This is an optimization exercise on Yosys and OpenROAD, whose aim is small area, a short achievable clock period and few clock cycles, not a production implementation. Only simulation tests tie the RTL to the original design; equivalence was not proved.

==> flow/design.v, too long to show whole: its modules and the start of the top module <==
// module exponent: 2926 lines
module exponent (clock, reset_n, enable, x, a, p, ready);
  // ...
==> flow/run.sh <==
#!/bin/bash
# synth_recipe.tcl (not shown) runs the flow's synth.tcl, then flattens the netlist and writes it again
# the make line also repeats each setting of config.mk as NAME=value (left out here)
make -C /OpenROAD-flow-scripts/flow DESIGN_CONFIG=/design/flow/config.mk WORK_HOME=/design/flow/orfs CLKGATE_MAP_FILE= SYNTH_SCRIPT=/design/flow/synth_recipe.tcl finish
==> flow/config.mk <==
export PLATFORM = sky130hd
export DESIGN_NAME = exponent
export DESIGN_NICKNAME = exponent
export VERILOG_FILES = /design/flow/design.v
export SDC_FILE = /design/flow/constraint.sdc
export NUM_CORES = 4
export LEC_CHECK = 0
export CAP_MARGIN = 20
export CORE_MARGIN = 2
export CORE_UTILIZATION = 40
export PLACE_DENSITY = 0.6
export SETUP_SLACK_MARGIN = 3.5
export SLEW_MARGIN = 20
==> flow/constraint.sdc <==
create_clock -name core_clock -period 10.0 [get_ports {clock}]
set_input_delay 2.0000 -clock core_clock [delete_from_list [all_inputs] [get_ports {clock}]]
set_output_delay 2.0000 -clock core_clock [all_outputs]
set_load 0.01 [all_outputs]
==> reports/qor.csv, run 1 <==
stage,metric,value,unit
synth,syn_area_per_cell,9.39,um^2
synth,netlist_instances,2497,
critical_path,r2r_start,busy,
synth,ys_warn_count,1,
hold_path,min_to,e[3],
global_route,grt_busiest_layer,met2,
synth,synth-edff-count,32,
synth,synth_top_cell_area_share,44.9,%
layout,utilization,47.8,%
layout,num-fill-cells,5389,
sta,fmax,153,MHz
status,status,"complete, no violations",
synth,synth_common_cells,"fa_1 (526), inv_1 (526), and2_1 (326), nand2_1 (210), nor2_1 (184)",
placed_design,portBuffers,99,
layout,register_area,2260,um^2
global_route,grt-ovfl-total,0,
floorplanning,pin_count,100,
floorplanning,dieArea,60500,um^2
layout,multi_input_area,19300,um^2
cts,cts_sinks,96,
synth,synthDistinctLibCells,64,
layout,regMostFlops,p,
hold_path,hold_path_startpoint,e[4],
layout,clock_area_share,1.14,%
synth,synth.largest_area_cell,fa_1,
synth,synth_area,23400,um^2
route,num_vias,18709,
synth,synth_compound_area_share,4.42,%
sta,min_period,6.52,ns
sta,hold_viol,0,
route,drt-initial-drc-count,1783,
synth,ys.flop_type,dfxtp_1,
floorplanning,die_y,246,um
cts,path_clk_slew,0.08,ns
route,wl_per_cell,24.4,um
Testbench counts, summed over its fixed seeds: cycles 3,115.
==> run 2: changes to the inputs <==
--- a/flow/config.mk
+++ b/flow/config.mk
@@ -10,4 +10,3 @@
 export CORE_UTILIZATION = 40
 export PLACE_DENSITY = 0.6
-export SETUP_SLACK_MARGIN = 3.5
 export SLEW_MARGIN = 20
==> run 2 against run 1 <==
  * Via count decreased by 4.3%
  * Critical path depth increased by 1
  * Sequential share of layout area increased by 0.55 points
  * Maximum frequency decreased by 13%
  * Die area unchanged
  * Utilization decreased by 3.4 points
  * Critical endpoint unchanged
  * Register-to-register slack got worse by 0.85 ns
==> reports/qor.csv, run 2 <==
stage,metric,value,unit,change
sta,fin_setup_tns,0,ns,
global_route,antenna_found_initial,4,,
cts,cts_tree,yes,,
sta,slew_violations,0,,
run,max_cap_violations,0,,
floorplanning,die_w,246,um,
floorplanning,rows,88,,
critical_path,r2r_end,p[29],,
sta,hold_viol,0,,unchanged
layout,num-fill-cells,5658,,+5.0%
placed_design,place_hpwl,60400,um,
global_route,grt_pass1_vias,19757,,
global_route,grt_pass1_wl,123000,um,
critical_path,startpoint,x[0],,
route,first_pass_iters,6,,
synth,syn_nets,3200,,
route,wl,80100,um,
sta,worst_slew_pin_slew,1.10,ns,
floorplanning,die_y,246,um,unchanged
layout,fin_nets,3253,,
critical_path,cp_data_required_time,10.27,ns,
sta,min_period,7.47,ns,+0.954 ns
cts,htreeDepth,3,,
hold_path,hold_path.class,reg2reg,,
synth,synth-edff-count,32,,unchanged
synth,ys_warn_count,1,,unchanged
critical_path,cp_max_fo,28,,
cts,root_buffer,clkbuf_16,,
global_route,grt_use_total,27.7,%,
placed_design,place_inst,3304,,
synth,synth_common_cells,"fa_1 (526), inv_1 (526), and2_1 (326), nand2_1 (210), nor2_1 (184)",,
cts,cts_setup_buffers,0,,
route,viasPerCell,5.39,,
synth,synth_area,23400,um^2,unchanged
critical_path,cpMaxStageDelayCell,fa_1,,
synth,ys_ff_latch,96,,
synth,ys_async_sr_fraction,0,%,
critical_path,crit_end,b[31],,
critical_path,critical_path_class,in2reg,,
cts,clk_path_buf_depth,2,,
sta,finClkSkew,0.0113,ns,
placed_design,portBuffers,99,,unchanged
synth,synthDistinctLibCells,64,,unchanged
status,status,"complete, no violations",,
route,drt-initial-drc-count,1542,,-14%
layout,largest_reg_flops,32,,
route,num_vias,17905,,-4.3%
layout,utilization,44.5,%,-3.4 points
cts,hold_buffers,0,,
layout,drive_above_1_share,5.75,%,
sta,fmax,134,MHz,-13%
cts,path_clk_slew,0.09,ns,about the same
layout,final_cell_mix,"inv_1 (526), fa_1 (526), and2_1 (326)",,
cts,cts_sinks,96,,unchanged
synth,synth_area_leaders,"fa_1 (45%), and2_1 (8.7%), inv_1 (8.4%), ha_1 (5.9%), dfxtp_1 (5.5%)",,
layout,area_growth,9.70,%,
critical_path,crit_top_cell,fa_1,,
layout,regMostFlops,p,,
placed_design,place.gp.congestion,0.990,,
critical_path,rrSetupSlack,2.75,ns,
layout,instances_no_fill,3321,,
sta,relSlewSlack,26.5,%,
synth,synth.largest_area_cell,fa_1,,
floorplanning,pin_count,100,,unchanged
sta,period_share,74.7,%,
cts,cts_buffers,9,,
critical_path,setup.worst_path.start_class,input pin,,
cts,cts_resized,0,,
global_route,grt_max_degree,52,,
synth,synth_top_cell_area_share,44.9,%,unchanged
critical_path,crit_chain,"clkdlybuf4s50_1, mux2i_4, buf_4, nor2_1, fa_1, fa_1, inv_1, fa_1, fa_1, fa_1, inv_1, ha_1, a21o_1, a21oi_1, and2b_1, a311oi_2, o21ai_1, o21ba_4, nor2_2, a2111oi_4, xnor2_1",,
cts,clock_latency,0.38,ns,
floorplanning,core_area,57800,um^2,
global_route,grt-ovfl-total,0,,unchanged
critical_path,cp_slowest_stage_delay,0.53,ns,
floorplanning,start_util,40.5,%,
critical_path,critPathCaptureType,flop,,
sta,finalSetupViolCount,0,,
synth,syn_area_per_cell,9.39,um^2,unchanged
critical_path,rr_worst_depth,20,,
floorplanning,dieArea,60500,um^2,unchanged
route,route.detailed.drc,0,,
synth,ys.flop_type,dfxtp_1,,
critical_path,r2r_start,b[4],,
sta,rsz0062_at_grt,no,,
synth,netlist_instances,2497,,unchanged
critical_path,cp.arrival,7.75,ns,
layout,largestRegisters,"p: 32 flops, b: 31 flops, e: 31 flops",,
route,wl_per_cell,24.1,um,-1.2%
synth,seq_area_frac_synth,9.57,%,
route,ant_nets,0,,
-- run 2: cell counts after synthesis --
No cell type changed its count.
-- run 2: worst min-delay path by stage --
stage	from	end	slack (ns)	depth (start not counted)
floorplan	e[26]	e[25]	0.46	1
global route	e[7]	e[6]	0.49	1
CTS	e[7]	e[6]	0.49	1
global placement	e[17]	e[16]	0.47	1
finish	e[7]	e[6]	0.49	1
detailed placement	e[26]	e[25]	0.47	1
-- run 2: layout make-up --
type | count | area, um^2 | share of cell area, %
Sequential cell | 96 | 2250 | 8.74
Antenna cell | 1 | 2.50 | 0.00973
Clock buffer | 9 | 225 | 0.876
Clock inverter | 7 | 88.8 | 0.346
Inverter | 528 | 1980 | 7.71
Tap cell | 765 | 957 | 3.72
Multi-Input combinational cell | 1753 | 18700 | 72.9
Timing Repair Buffer | 162 | 1460 | 5.69
-- run 2: layer usage --
layer  part of all wire, %  up-vias  GRT usage (%)
met2                    46      936           43.6
met5                     0        -              0
met1                    40     9303           37.8
li1                      -     7452              -
met4                   4.5        0           11.0
met3                   9.9      214           5.00
-- run 2: critical path, delay by kind of cell --
family / cells / cell delay [ns]
buffers and inverters: 4 / 0.93
muxes: 1 / 0.16
and+or+nand+nor: 3 / 0.41
xor gates and xnor gates: 1 / 0.11
adders and majority gates: 6 / 2.76
AOI/OAI and AO/OA: 6 / 1.37
-- run 2: logic make-up (layout without fill, tap and decap cells) --
kind of cell | after synthesis | in the layout | synth area share (%)
DFF | 96 | 96 | 9.57
muxes | 62 | 62 | 3.26
buffers and inverters | 648 | 706 | 10.6
AOI/OAI and AO/OA | 145 | 145 | 4.42
adders and majority gates | 636 | 636 | 50.8
other | 0 | 1 | 0
and+or+nand+nor | 781 | 781 | 16.6
xor gates and xnor gates | 129 | 129 | 4.82
-- run 2: per-stage QoR --
step | cell area, um^2 | setup slack (ns) | hold slack [ns]
after floorplan | 23400 | 2.89 | 0.457
after global placement | 25400 | 2.23 | 0.466
after detailed placement | 25400 | 2.12 | 0.472
after CTS | 25700 | 2.52 | 0.493
after global routing | 25700 | 2.25 | 0.495
final | 25700 | 2.53 | 0.486
==> run 3: changes to the inputs <==
--- a/flow/config.mk
+++ b/flow/config.mk
@@ -10,3 +10,4 @@
 export CORE_UTILIZATION = 40
 export PLACE_DENSITY = 0.6
+export SETUP_SLACK_MARGIN = 5
 export SLEW_MARGIN = 20
==> run 3 against run 2 <==
  * Still clean
  * Routed wire length grew 7.5%
  * Synthesized cell count is the same
  * Area after synthesis unchanged
  * Critical path type unchanged
  * Critical endpoint is now b[30]
  * Largest cell class unchanged
==> reports/qor.csv, run 3 <==
stage,metric,value,unit,change
status,status,"complete, no violations",,
sta,relSlewSlack,42.4,%,+16 points
sta,period_share,65.7,%,-9.1 points
sta,finClkSkew,0.0111,ns,-0.000290 ns
layout,fin_nets,3424,,+5.3%
synth,synth_top_cell_area_share,44.9,%,unchanged
layout,mostFrequentLayoutCell,inv_1,,
route,drt-initial-drc-count,1591,,+3.2%
hold_path,hold_path.class,reg2reg,,
route,num_vias,18781,,+4.9%
layout,area_growth,22.3,%,
synth,netlist_instances,2497,,unchanged
synth,synthDistinctLibCells,64,,unchanged
layout,largest_reg_flops,32,,unchanged
synth,synth_area,23400,um^2,unchanged
floorplanning,start_util,40.5,%,unchanged
layout,regMostFlops,p,,
critical_path,cp_data_required_time,10.26,ns,about the same
synth,syn_nets,3200,,unchanged
sta,fin_ws,3.43,ns,+0.908 ns
global_route,grt_max_degree,32,,-38%
synth,synth_area_leaders,"fa_1 (45%), and2_1 (8.7%), inv_1 (8.4%), ha_1 (5.9%), dfxtp_1 (5.5%)",,
sta,fin_setup_tns,0,ns,unchanged
floorplanning,dieArea,60500,um^2,unchanged
cts,clk_path_buf_depth,2,,unchanged
cts,htreeDepth,3,,unchanged
sta,slew_violations,0,,unchanged
run,max_cap_violations,0,,unchanged
floorplanning,core_area,57800,um^2,unchanged
sta,worst_slew_pin_slew,0.863,ns,-0.238 ns
placed_design,place_hpwl,60200,um,-0.35%
cts,root_buffer,clkbuf_16,,
cts,cts_tree,yes,,
cts,cts_buffers,9,,unchanged
synth,seq_area_frac_synth,9.57,%,unchanged
global_route,grt_pass1_vias,20739,,+5.0%
route,first_pass_iters,5,,-1
cts,path_clk_slew,0.08,ns,about the same
route,wl_per_cell,24.7,um,+2.3%
critical_path,cp_max_fo,5,,-82%
placed_design,portBuffers,99,,unchanged
synth,ys_warn_count,1,,unchanged
sta,min_period,6.57,ns,-0.908 ns
layout,final_area,28700,um^2,+11%
synth,ys_async_sr_fraction,0,%,unchanged
layout,largestRegisters,"p: 32 flops, b: 31 flops, e: 31 flops",,
global_route,antenna_found_initial,2,,-2
floorplanning,die_w,246,um,unchanged
critical_path,critical_path_class,in2reg,,
route,route.detailed.drc,0,,unchanged
floorplanning,pin_count,100,,unchanged
synth,synth.largest_area_cell,fa_1,,
global_route,grt_pass1_wl,129000,um,+4.5%
sta,fmax,152,MHz,+14%
floorplanning,rows,88,,unchanged
critical_path,setup.worst_path.start_class,input pin,,
floorplanning,die_y,246,um,unchanged
placed_design,place_area,25800,um^2,+1.6%
critical_path,critPathCaptureType,flop,,
route,ant_nets,0,,unchanged
global_route,grt_use_total,29.0,%,+1.4 points
layout,final_cell_mix,"inv_1 (501), fa_1 (472), and2_1 (311)",,
synth,syn_area_per_cell,9.39,um^2,unchanged
global_route,grt-ovfl-total,0,,unchanged
sta,hold_viol,0,,unchanged
synth,ys.flop_type,dfxtp_1,,
layout,drive_above_1_share,19.8,%,+14 points
synth,synth-edff-count,32,,unchanged
cts,clock_latency,0.37,ns,about the same
cts,cts_sinks,96,,unchanged
sta,rsz0062_at_grt,yes,,
critical_path,cp.arrival,6.83,ns,-0.92 ns
sta,finalSetupViolCount,0,,unchanged
synth,synth_common_cells,"fa_1 (526), inv_1 (526), and2_1 (326), nand2_1 (210), nor2_1 (184)",,
synth,ys_ff_latch,96,,unchanged
route,wl,86100,um,+7.5%
route,viasPerCell,5.38,,-0.24%
placed_design,place.gp.congestion,0.999,,+1.0%
placed_design,dp_slack,2.02,ns,-0.101 ns
-- run 3: cells by family after synthesis --
logic type / Yosys count / synth area share (%)
compound gates: 145 / 4.42
xor+xnor: 129 / 4.82
fa+ha+maj: 636 / 50.8
buf+inv: 648 / 10.6
flops: 96 / 9.57
mux: 62 / 3.26
simple gates: 781 / 16.6
-- run 3: final timing paths --
kind	startpoint	endpoint	slack (ns)	cells past startpoint
setup / recovery	x[0]	b[30]	3.43	20
hold reg to reg	e[4]	e[3]	0.49	1
hold / removal	e[4]	e[3]	0.49	1
setup reg to reg	b[0]	p[29]	3.60	19
-- run 3: layout make-up --
class	count	area, um^2
inverter	528	2010
clock inverter	7	88.8
multi-input combinational	1754	19800
sequential	96	2250
antenna	1	2.50
fill	5360	29200
clock buffer	9	225
timing repair buffer	332	3290
tap	765	957
-- run 3: worst max-delay path, stage by stage --
cell and delay (ns):
buf_4 0.13, mux2i_4 0.21, buf_8 0.17, nor2_2 0.05, fa_1 0.49, fa_2 0.55, inv_2 0.04, fa_2 0.32
fa_1 0.48, fa_1 0.56, inv_2 0.04, ha_4 0.26, buf_4 0.13, nand3_2 0.10, or4_1 0.42, o22a_1 0.24
o21ba_4 0.27, o21bai_4 0.15, a21oi_2 0.08, xnor2_1 0.12
-- run 3: stage by stage --
stage          std cells  utilization, %  hold WS (ns)
2_1_floorplan       2497               -         0.457
3_3_place_gp        3296            44.6         0.464
3_5_place_dp        3296            44.6         0.476
4_1_cts             3456            48.5         0.496
5_1_grt             3491            49.6         0.508
6_report            3492            49.6         0.492
-- run 3: routing by layer --
layer | GRT usage [%] | routed length, um | vias to the layer above
li1 | - | - | 7817
met1 | 37.8 | 33500 | 9683
met2 | 46.3 | 39600 | 1027
met3 | 6.51 | 8670 | 252
met4 | 12.8 | 4420 | 2
met5 | 0 | 11 | -
-- run 3: timing repair --
| action | in CTS | in global routing |
|---|---|---|
| cloned | 2 | 0 |
| hold buffers | 0 | 0 |
| setup endpoints to repair | 44 | 40 |
| setup buffers | 142 | 35 |
| pin swaps | 41 | 67 |
| resized for setup | 208 | 120 |
==> run 4: changes to the inputs <==
--- a/flow/config.mk
+++ b/flow/config.mk
@@ -10,4 +10,4 @@
 export CORE_UTILIZATION = 40
 export PLACE_DENSITY = 0.6
-export SETUP_SLACK_MARGIN = 5
+export SETUP_SLACK_MARGIN = 4.5
 export SLEW_MARGIN = 20
==> run 4 against run 3 <==
  * Sequential cell count did not move
  * Cell count rose by 2.1%
  * First-iteration DRC count rose by 16%
  * Clock skew fell by 0.00098 ns
  * Count of clock-buffer cells in the layout did not move
  * Maximum frequency rose by 0.45%
  * Sequential share of layout area fell by 0.34 points
  * Critical path depth did not move
  * Non-clock buffer count rose by 73
  * Critical path type unchanged
  * Critical endpoint unchanged
  * Largest cell class unchanged
  * Highest routed layer unchanged
==> reports/qor.csv, run 4 <==
stage,metric,value,unit,change
global_route,grt_max_degree,34,,+6.3%
layout,regMostFlops,p,,
placed_design,place.gp.congestion,0.957,,-4.2%
route,viasPerCell,5.45,,+1.3%
synth,synth_common_cells,"fa_1 (526), inv_1 (526), and2_1 (326), nand2_1 (210), nor2_1 (184)",,
synth,synthDistinctLibCells,64,,unchanged
global_route,grt_pass1_vias,21215,,+2.3%
sta,finalSetupViolCount,0,,unchanged
critical_path,cp_max_fo,5,,unchanged
sta,finClkSkew,0.0101,ns,-0.000979 ns
synth,ys.flop_type,dfxtp_1,,
sta,period_share,65.4,%,-0.29 points
cts,cts_buffers,9,,unchanged
cts,htreeDepth,3,,unchanged
synth,synth.largest_area_cell,fa_1,,
layout,final_area,30100,um^2,+5.1%
route,first_pass_iters,6,,+1
route,drt-initial-drc-count,1853,,+16%
sta,slew_violations,0,,unchanged
sta,rsz0062_at_grt,yes,,
critical_path,cp_data_required_time,10.28,ns,+0.02 ns
sta,fin_ws,3.46,ns,+0.0295 ns
floorplanning,core_area,57800,um^2,unchanged
synth,synth_area_leaders,"fa_1 (45%), and2_1 (8.7%), inv_1 (8.4%), ha_1 (5.9%), dfxtp_1 (5.5%)",,
cts,clk_path_buf_depth,2,,unchanged
placed_design,portBuffers,99,,unchanged
sta,hold_viol,0,,unchanged
layout,mostFrequentLayoutCell,inv_1,,
layout,drive_above_1_share,24.3,%,+4.5 points
synth,seq_area_frac_synth,9.57,%,unchanged
route,ant_nets,0,,unchanged
synth,syn_area_per_cell,9.39,um^2,unchanged
global_route,grt_use_total,30.4,%,+1.3 points
synth,synth-edff-count,32,,unchanged
placed_design,place_inst,3297,,+0.030%
cts,cts_tree,yes,,
cts,path_clk_slew,0.09,ns,about the same
synth,ys_async_sr_fraction,0,%,unchanged
global_route,grt-ovfl-total,0,,unchanged
global_route,grt_pass1_wl,134000,um,+4.3%
layout,largest_reg_flops,32,,unchanged
critical_path,startpoint,x[0],,
floorplanning,die_w,246,um,unchanged
synth,ys_ff_latch,96,,unchanged
route,route.detailed.drc,0,,unchanged
cts,cts_sinks,96,,unchanged
synth,ys_warn_count,1,,unchanged
hold_path,hold_path_startpoint,e[18],,
sta,whs,0.494,ns,+0.00239 ns
placed_design,dp_slack,2.22,ns,+0.199 ns
sta,worst_slew_pin_slew,1.05,ns,+0.188 ns
floorplanning,die_y,246,um,unchanged
critical_path,critical_path_class,in2reg,,
floorplanning,start_util,40.5,%,unchanged
sta,relSlewSlack,29.9,%,-13 points
layout,final_cell_mix,"inv_1 (482), fa_1 (450), and2_1 (303)",,
route,wl,89700,um,+4.1%
floorplanning,dieArea,60500,um^2,unchanged
critical_path,setup.worst_path.start_class,input pin,,
hold_path,hold_path.class,reg2reg,,
placed_design,place_area,25700,um^2,-0.17%
route,num_vias,19433,,+3.5%
critical_path,cp.arrival,6.81,ns,-0.02 ns
synth,synth_top_cell_area_share,44.9,%,unchanged
sta,fmax,153,MHz,+0.45%
synth,synth_area,23400,um^2,unchanged
layout,largestRegisters,"p: 32 flops, b: 31 flops, e: 31 flops",,
layout,instances_no_fill,3567,,+2.1%
sta,min_period,6.54,ns,-0.0295 ns
sta,fin_setup_tns,0,ns,unchanged
cts,root_buffer,clkbuf_16,,
critical_path,r2r_start,busy,,
route,wl_per_cell,25.1,um,+1.9%
run,max_cap_violations,0,,unchanged
layout,area_growth,28.5,%,
layout,fin_nets,3497,,+2.1%
synth,syn_nets,3200,,unchanged
critical_path,critPathCaptureType,flop,,
cts,clock_latency,0.38,ns,about the same
critical_path,rrSetupSlack,3.68,ns,+0.08 ns
synth,netlist_instances,2497,,unchanged
global_route,antenna_found_initial,7,,+5
floorplanning,rows,88,,unchanged
cts,hold_buffers,0,,unchanged
placed_design,place_hpwl,57600,um,-4.2%
status,status,"complete, no violations",,
layout,utilization,52.1,%,+2.5 points
floorplanning,pin_count,100,,unchanged
[run 4: cell counts after synthesis]
Identical to the previous run, type by type.
[run 4: final cells by class]
cell class	count	area, um^2
inverters	528	2010
multi-input cells	1754	20100
well taps	765	957
clock buffers	9	225
flip-flops and latches	96	2270
repair buffers	405	4430
fillers	5142	27700
clock inverters	7	91.3
diodes	3	7.51
[run 4: worst max-delay path: stages]
cell and delay [ns]:
buf_8 0.08, mux2i_4 0.06, buf_12 0.16, buf_6 0.11
buf_6 0.12, or2_4 0.22, fa_1 0.49, fa_2 0.36
fa_1 0.58, fa_1 0.45, fa_1 0.53, inv_2 0.05
ha_4 0.28, nand3_2 0.05, or4_1 0.40, o22a_1 0.25
o21ba_4 0.28, o21bai_4 0.14, a21oi_2 0.08, xnor2_1 0.12
[run 4: what timing repair did]
action	CTS	global route
setup endpoints to repair	36	36
pin swaps	141	117
cloned	13	0
gates resized for setup	377	122
buffers inserted	200	38
[run 4: worst paths after layout]
kind	cells past startpoint	endpoint
min reg2reg	1	e[17]
max	20	b[30]
max reg2reg	20	b[30]
min	1	e[17]
[run 4: logic make-up (layout without fill, tap and decap cells)]
logic type,Yosys count,in the layout,synth area share (%)
simple gates,781,782,16.6
compound gates,145,145,4.42
xor+xnor,129,129,4.82
other cells,0,3,0
flops,96,96,9.57
mux,62,62,3.26
fa+ha+maj,636,636,50.8
buf+inv,648,949,10.6
[run 4: routing by layer]
metal  part of all wire [%]  global-route usage [%]  vias to the layer above
met4                    6.1                    15.3                       10
met5                  0.067                       0                        -
li1                       -                       -                     7970
met3                     12                    8.41                      327
met1                     38                    39.1                     9962
met2                     44                    46.9                     1164
==> run 5: changes to the inputs <==
--- a/flow/config.mk
+++ b/flow/config.mk
@@ -6,8 +6,9 @@
 export NUM_CORES = 4
 export LEC_CHECK = 0
+export ABC_CLOCK_PERIOD_IN_PS = 5000
 export CAP_MARGIN = 20
 export CORE_MARGIN = 2
 export CORE_UTILIZATION = 40
 export PLACE_DENSITY = 0.6
-export SETUP_SLACK_MARGIN = 4.5
+export SETUP_SLACK_MARGIN = 3.5
 export SLEW_MARGIN = 20
==> run 5 against run 4 <==
  * Cell area down 8.1%
  * Via count fell by 3.7%
  * Register-to-register slack worse by 0.08 ns
  * First-iteration DRC count fell by 3.8%
  * Sequential share of layout area is 0.66 points higher
  * Worst setup slack gained 0.017 ns
  * Count of clock-buffer cells in the layout stayed put
==> reports/qor.csv, run 5 <==
stage,metric,value,unit,change
status,status,"complete, no violations",,
layout,drive_above_1_share,14.4,%,-9.9 points
floorplanning,pin_count,100,,unchanged
route,wl,84000,um,-6.3%
cts,path_clk_slew,0.08,ns,about the same
sta,worst_slew_pin_slew,1.09,ns,+0.0402 ns
layout,largestRegisters,"p: 32 flops, b: 31 flops, e: 31 flops",,
critical_path,rr_worst_depth,20,,unchanged
layout,final_area,27700,um^2,-8.1%
global_route,grt_pass1_wl,126000,um,-5.7%
critical_path,setup.worst_path.start_class,input pin,,
sta,finalSetupViolCount,0,,unchanged
route,drt-initial-drc-count,1783,,-3.8%
layout,largest_reg_flops,32,,unchanged
sta,fin_setup_tns,0,ns,unchanged
critical_path,cp_data_required_time,10.29,ns,about the same
synth,ys_async_sr_fraction,0,%,unchanged
placed_design,place.gp.congestion,0.985,,+2.9%
synth,synth_top_cell_area_share,44.9,%,unchanged
floorplanning,die_w,246,um,unchanged
floorplanning,dieArea,60500,um^2,unchanged
sta,fmax,153,MHz,+0.26%
synth,ys.flop_type,dfxtp_1,,
synth,synth.largest_area_cell,fa_1,,
placed_design,place_hpwl,58100,um,+0.77%
cts,hold_buffers,0,,unchanged
critical_path,cp_max_fo,5,,unchanged
layout,regMostFlops,p,,
sta,hold_viol,0,,unchanged
global_route,grt_max_degree,59,,+74%
sta,relSlewSlack,27.1,%,-2.8 points
critical_path,r2r_end,b[31],,
critical_path,r2r_start,busy,,
route,first_pass_iters,6,,unchanged
critical_path,rrSetupSlack,3.60,ns,-0.08 ns
synth,syn_area_per_cell,9.39,um^2,unchanged
cts,htreeDepth,3,,unchanged
critical_path,cp.arrival,6.81,ns,about the same
critical_path,critical_path_class,in2reg,,
layout,fin_nets,3377,,-3.4%
global_route,grt_pass1_vias,20602,,-2.9%
cts,cts_sinks,96,,unchanged
global_route,grt_use_met1,36.8,%,-2.4 points
synth,synth-edff-count,32,,unchanged
synth,synth_common_cells,"fa_1 (526), inv_1 (526), and2_1 (326), nand2_1 (210), nor2_1 (184)",,
synth,synth_area_leaders,"fa_1 (45%), and2_1 (8.7%), inv_1 (8.4%), ha_1 (5.9%), dfxtp_1 (5.5%)",,
synth,seq_area_frac_synth,9.57,%,unchanged
synth,ys_ff_latch,96,,unchanged
route,num_vias,18709,,-3.7%
layout,final_cell_mix,"inv_1 (511), fa_1 (494), and2_1 (325)",,
critical_path,critPathCaptureType,flop,,
critical_path,startpoint,x[6],,
floorplanning,core_area,57800,um^2,unchanged
layout,area_growth,18.0,%,
layout,mostFrequentLayoutCell,inv_1,,
floorplanning,rows,88,,unchanged
floorplanning,start_util,40.5,%,unchanged
global_route,grt_busiest_layer,met2,,
synth,netlist_instances,2497,,unchanged
global_route,grtUsageMet2,44.7,%,-2.1 points
cts,cts_tree,yes,,
synth,syn_nets,3200,,unchanged
synth,synth_area,23400,um^2,unchanged
sta,rsz0062_at_grt,yes,,
placed_design,place_area,25400,um^2,-1.2%
layout,antenna_cells,0,,-3
cts,clock_latency,0.38,ns,about the same
run,max_cap_violations,0,,unchanged
floorplanning,die_y,246,um,unchanged
route,ant_nets,0,,unchanged
sta,min_period,6.52,ns,-0.0168 ns
cts,clk_path_buf_depth,2,,unchanged
global_route,grt-ovfl-total,0,,unchanged
placed_design,portBuffers,99,,unchanged
cts,cts_buffers,9,,unchanged
route,route.detailed.drc,0,,unchanged
sta,slew_violations,0,,unchanged
global_route,antenna_found_initial,4,,-3
sta,period_share,65.2,%,-0.17 points
synth,ys_warn_count,1,,unchanged
synth,synthDistinctLibCells,64,,unchanged
sta,whs,0.487,ns,-0.00711 ns
critical_path,crit_end,b[31],,
global_route,use_met3,7.35,%,-1.1 points
cts,root_buffer,clkbuf_16,,
layout,utilization,47.8,%,-4.2 points
route,viasPerCell,5.43,,-0.29%
hold_path,hold_path.class,reg2reg,,
route,wl_per_cell,24.4,um,-2.9%
global_route,grt_use_total,28.5,%,-1.9 points
sta,finClkSkew,0.0132,ns,+0.00308 ns
[run 5: cell counts after synthesis]
Identical to the previous run, type by type.
[run 5: how the worst min path moves through the flow]
stage | start | to | slack (ns) | cells past startpoint
2_1_floorplan | e[26] | e[25] | 0.46 | 1
5_1_grt | e[20] | e[19] | 0.51 | 1
3_3_place_gp | e[4] | e[3] | 0.46 | 1
6_report | e[4] | e[3] | 0.49 | 1
4_1_cts | e[4] | e[3] | 0.49 | 1
3_5_place_dp | e[5] | e[4] | 0.47 | 1
[run 5: cell type report]
type                       count  area, um^2
clock buffer                   9         225
clock inverter                 7        91.3
fill                        5389       30200
inverter                     528        2010
multi-input combinational   1755       19300
sequential                    96        2260
tap                          765         957
timing repair buffer         284        2820
[run 5: per-layer routing]
layer | up-vias | part of all wire [%] | wire [um]
li1 | 7722 | - | -
met1 | 9566 | 38 | 32100
met2 | 1131 | 45 | 38200
met3 | 288 | 11 | 9300
met4 | 2 | 5.3 | 4430
met5 | - | 0.020 | 17
[run 5: metrics by stage]
stage	setup WS, ns	std cells
2_1_floorplan	3.40	2497
3_3_place_gp	2.07	3297
3_5_place_dp	1.86	3297
4_1_cts	3.42	3415
5_1_grt	3.35	3444
6_report	3.48	3444
[run 5: repair_timing]
action,4_1_cts,5_1_grt
gates cloned,6,1
pin swaps,25,42
setup endpoints to repair,26,15
gates resized for setup,175,76
buffers inserted,96,28
[run 5: worst max-delay path: stages]
cell and delay (ns):
dlygate4sd2_1 0.32, mux2i_4 0.20, buf_8 0.16, clkinvlp_4 0.16, nand2_1 0.13, fa_1 0.45
fa_2 0.35, fa_1 0.50, fa_1 0.43, fa_1 0.49, inv_1 0.06, ha_4 0.23
a21o_1 0.15, a21o_1 0.19, a21oi_2 0.17, o21ai_1 0.08, o21ba_4 0.30, nor2_4 0.06
a2111oi_4 0.19, xnor2_1 0.17
[run 5: kinds of logic after synthesis]
group / share of synthesized area (%)
fa+ha+maj: 50.8
simple gates: 16.6
xor+xnor: 4.82
flops: 9.57
buf+inv: 10.6
mux: 3.26
compound gates: 4.42

## port drivers added, routing unchanged
In the flow no input, the clock included, has a driving cell. The finished layouts below were timed again as built, in two steps. Step 1 sets driving cells, clkbuf_16 on the clock port and buf_2 on the other inputs (assumed; they add their load-dependent delay and slew). Step 2, shift: input delay + t, output delay - t, t = (earliest + latest rising clock arrival at the registers) / 2. This alone moves slack from input paths to output paths. Three values: no drivers, after step 1, after step 2; two values: the first two.
run | t, ns | setup WS [ns] | worst setup path at the end | slew at the worst register clock pin (ns)
run 1 | 0.420 | 3.480 / 3.489 / 3.069 | input to register | 0.09 / 0.09
run 2 | 0.425 | 2.525 / 2.549 / 2.124 | input to register | 0.09 / 0.09
run 3 | 0.414 | 3.433 / 3.442 / 3.028 | input to register | 0.09 / 0.09
run 4 | 0.425 | 3.463 / 3.462 / 3.037 | input to register | 0.09 / 0.09
run 5 | 0.420 | 3.480 / 3.489 / 3.069 | input to register | 0.09 / 0.09
After both steps every run listed still meets setup and hold. The setup slack of run 4, which loses most, moves by -0.001 ns with the drivers and by -0.426 ns with both steps.
